From an optimization exercise on the open Yosys and OpenROAD flow, aimed at small area, a short achievable clock period and few clock cycles per item; shortcuts taken in it are not production practice. Power is estimated from default activity; no workload was simulated.

==> flow/design.v <==
module modulo_sec#(
  parameter SIZE = 16,
  parameter CALCULATION_OUT = 1'b0 )(
  input clk,
  input rst,
  input [(SIZE-1):0] divident,
  input [(SIZE-1):0] divisor,
  input start,
  output done,
  output [(SIZE-1):0] remainder);
  localparam CW = 4;   
  function [3:0] lzc;
    input [15:0] v;
    reg [3:0] z;
    reg [1:0] lz0, lz1, lz2, lz3, hi;
    begin
      z[3] = ~|v[15:12]; z[2] = ~|v[11:8]; z[1] = ~|v[7:4]; z[0] = ~|v[3:0];
      lz3 = {~v[15] & ~v[14], ~v[15] & (v[14] | ~v[13])};
      lz2 = {~v[11] & ~v[10], ~v[11] & (v[10] | ~v[9])};
      lz1 = {~v[7] & ~v[6], ~v[7] & (v[6] | ~v[5])};
      lz0 = {~v[3] & ~v[2], ~v[3] & (v[2] | ~v[1])};
      hi = {z[3] & z[2], z[3] & (~z[2] | z[1])};
      case (hi)
        2'd0: lzc = {hi, lz3};
        2'd1: lzc = {hi, lz2};
        2'd2: lzc = {hi, lz1};
        default: lzc = {hi, lz0};
      endcase
    end
  endfunction
  function [SIZE:0] sub_bk;
    input [SIZE-1:0] x, y;
    reg [SIZE-1:0] g, p, gn, pn;
    integer i, j, l;
    begin
      for (i = 0; i < SIZE; i = i + 1) begin
        g[i] = ~x[i] & y[i];
        p[i] = ~(x[i] ^ y[i]);
      end
      for (l = 0; (1 << l) < SIZE; l = l + 1) begin
        gn = g; pn = p;
        for (i = 0; i < SIZE; i = i + 1)
          if (((i + 1) % (2 << l)) == 0) begin
            j = i - (1 << l);
            gn[i] = g[i] | (p[i] & g[j]);
            pn[i] = p[i] & p[j];
          end
        g = gn; p = pn;
      end
      for (l = CW - 2; l >= 0; l = l - 1) begin
        gn = g; pn = p;
        for (i = 0; i < SIZE; i = i + 1)
          if (((i + 1) % (2 << l)) == (1 << l) && i > (1 << l)) begin
            j = i - (1 << l);
            gn[i] = g[i] | (p[i] & g[j]);
            pn[i] = p[i] & p[j];
          end
        g = gn; p = pn;
      end
      sub_bk[SIZE] = g[SIZE-1];
      sub_bk[0] = x[0] ^ y[0];
      for (i = 1; i < SIZE; i = i + 1)
        sub_bk[i] = x[i] ^ y[i] ^ g[i-1];
    end
  endfunction
  reg idle;
  reg [SIZE-1:0] rem_reg, div_reg;
  reg [CW-1:0] cnt;
  assign done = idle;
  assign remainder = rem_reg;
  wire [CW-1:0] lz_a = lzc(divident);
  wire [CW-1:0] lz_b = lzc(divisor);
  wire [CW:0] shift = {1'b0, lz_b} - {1'b0, lz_a};
  reg [1:0] hi_d;
  reg [2:0] lo_d;
  integer x, y;
  always @(*) begin
    hi_d = 2'd0;
    lo_d = 3'd0;
    for (x = 0; x < 4; x = x + 1)
      for (y = 0; y < 4; y = y + 1) begin
        if (lz_b[3:2] == x && lz_a[3:2] == y)
          hi_d = hi_d | ((x - y) & 3);
        if (lz_b[1:0] == x && lz_a[1:0] == y)
          lo_d = lo_d | (x - y + 3);
      end
  end
  wire [SIZE+2:0] by_nibbles = {3'b000, divisor} << {hi_d, 2'b00};
  wire [SIZE+8:0] by_bits = {6'b000000, by_nibbles} << lo_d;
  wire [SIZE-1:0] aligned = by_bits[SIZE+2:3];
  wire [SIZE:0] diff = sub_bk(rem_reg, div_reg);
  always @(posedge clk) begin
    if (idle) begin
      if (start)
        rem_reg <= divident;
      div_reg <= aligned;
      cnt <= shift[CW-1:0];
    end else begin
      if (~diff[SIZE])
        rem_reg <= diff[SIZE-1:0];
      div_reg <= div_reg >> 1;
      cnt <= cnt - 1'b1;
    end
  end
  always @(posedge clk or posedge rst) begin
    if (rst)
      idle <= 1'b1;
    else if (idle)
      idle <= ~start | shift[CW];
    else
      idle <= ~|cnt;
  end
endmodule
export LEC_CHECK = 0
export ABC_AREA = 1
export CAP_MARGIN = 20
export CORE_MARGIN = 2
export CORE_UTILIZATION = 40
export SETUP_SLACK_MARGIN = 1.5
export SLEW_MARGIN = 20
create_clock -name core_clock -period 4.0 [get_ports {clk}]
standard.sh (not shown) runs the stock make flow with config.mk's settings and CLKGATE_MAP_FILE= SYNTH_SCRIPT=/design/flow/synth_recipe.tcl, a recipe that flattens the netlist after the stock synthesis.
==> flow/flow/run.sh <==
#!/bin/bash
# The standard layout, with plain buf_1 cells (not delay cells) as the port buffers.
set -euo pipefail
bash standard.sh BUFFER_PORTS_ARGS="-buffer_cell sky130_fd_sc_hd__buf_1" finish > standard.log 2>&1
Then changed:
--- a/flow/design.v
+++ b/flow/design.v
@@ -63,7 +63,7 @@
         sub_bk[i] = x[i] ^ y[i] ^ g[i-1];
     end
   endfunction
-  reg idle;
+  reg idle, busy, align;   
   reg [SIZE-1:0] rem_reg, div_reg;
   reg [CW-1:0] cnt;
   assign done = idle;
@@ -71,30 +71,17 @@
   wire [CW-1:0] lz_a = lzc(divident);
   wire [CW-1:0] lz_b = lzc(divisor);
   wire [CW:0] shift = {1'b0, lz_b} - {1'b0, lz_a};
-  reg [1:0] hi_d;
-  reg [2:0] lo_d;
-  integer x, y;
-  always @(*) begin
-    hi_d = 2'd0;
-    lo_d = 3'd0;
-    for (x = 0; x < 4; x = x + 1)
-      for (y = 0; y < 4; y = y + 1) begin
-        if (lz_b[3:2] == x && lz_a[3:2] == y)
-          hi_d = hi_d | ((x - y) & 3);
-        if (lz_b[1:0] == x && lz_a[1:0] == y)
-          lo_d = lo_d | (x - y + 3);
-      end
-  end
-  wire [SIZE+2:0] by_nibbles = {3'b000, divisor} << {hi_d, 2'b00};
-  wire [SIZE+8:0] by_bits = {6'b000000, by_nibbles} << lo_d;
-  wire [SIZE-1:0] aligned = by_bits[SIZE+2:3];
   wire [SIZE:0] diff = sub_bk(rem_reg, div_reg);
   always @(posedge clk) begin
-    if (idle) begin
+    if (~busy) begin
       if (start)
         rem_reg <= divident;
-      div_reg <= aligned;
+      div_reg <= divisor;
       cnt <= shift[CW-1:0];
+      align <= |shift[CW-1:0];
+    end else if (align) begin
+      div_reg <= div_reg << cnt;
+      align <= 1'b0;
     end else begin
       if (~diff[SIZE])
         rem_reg <= diff[SIZE-1:0];
@@ -103,11 +90,15 @@
     end
   end
   always @(posedge clk or posedge rst) begin
-    if (rst)
+    if (rst) begin
       idle <= 1'b1;
-    else if (idle)
+      busy <= 1'b0;
+    end else if (~busy) begin
       idle <= ~start | shift[CW];
-    else
+      busy <= start & ~shift[CW];
+    end else if (~align) begin
       idle <= ~|cnt;
+      busy <= |cnt;
+    end
   end
 endmodule
Result:
- non-clock buffer count is lower by 47
- core utilization decreases by 13 points
- power grows by about 20%
- cell area drops by about 30%
- routed wire length drops by about 25%
Function was not checked in any run of this note: the RTL went through the layout flow alone.

==> re-timing with driven ports <==
In the flow no input, the clock included, has a driving cell. The finished layouts below were timed again as built, in two steps.
Step 1 (the two cells are an assumption about what drives the block):
set clk [get_ports {clk}]
set_driving_cell -lib_cell sky130_fd_sc_hd__clkbuf_16 $clk
set_driving_cell -lib_cell sky130_fd_sc_hd__buf_2 [delete_from_list [all_inputs] $clk]
Step 2 adds t to the input delays and takes it off the output delays; t is the mean of the earliest and latest rising clock arrival at the registers after step 1. Input paths then give back, and output paths get back, about the clock's delay inside the block.
Three values: ideal ports, drivers, drivers and shift; two values: the first two.
run | t (ns) | slack for setup (ns) | worst setup path after step 2 | clock arrival spread, ns | cell pins on the clock port's net
the first run | 0.328 | 1.354 / 1.362 / 1.034 | input to register | 0.011 / 0.011 | 1
the second run | 0.336 | 1.557 / 1.568 / 1.232 | input to register | 0.016 / 0.016 | 1
After both steps setup and hold are still met in every run listed. For the second run, which loses most, drivers alone change the setup slack by +0.011 ns; drivers and shift together by -0.325 ns.
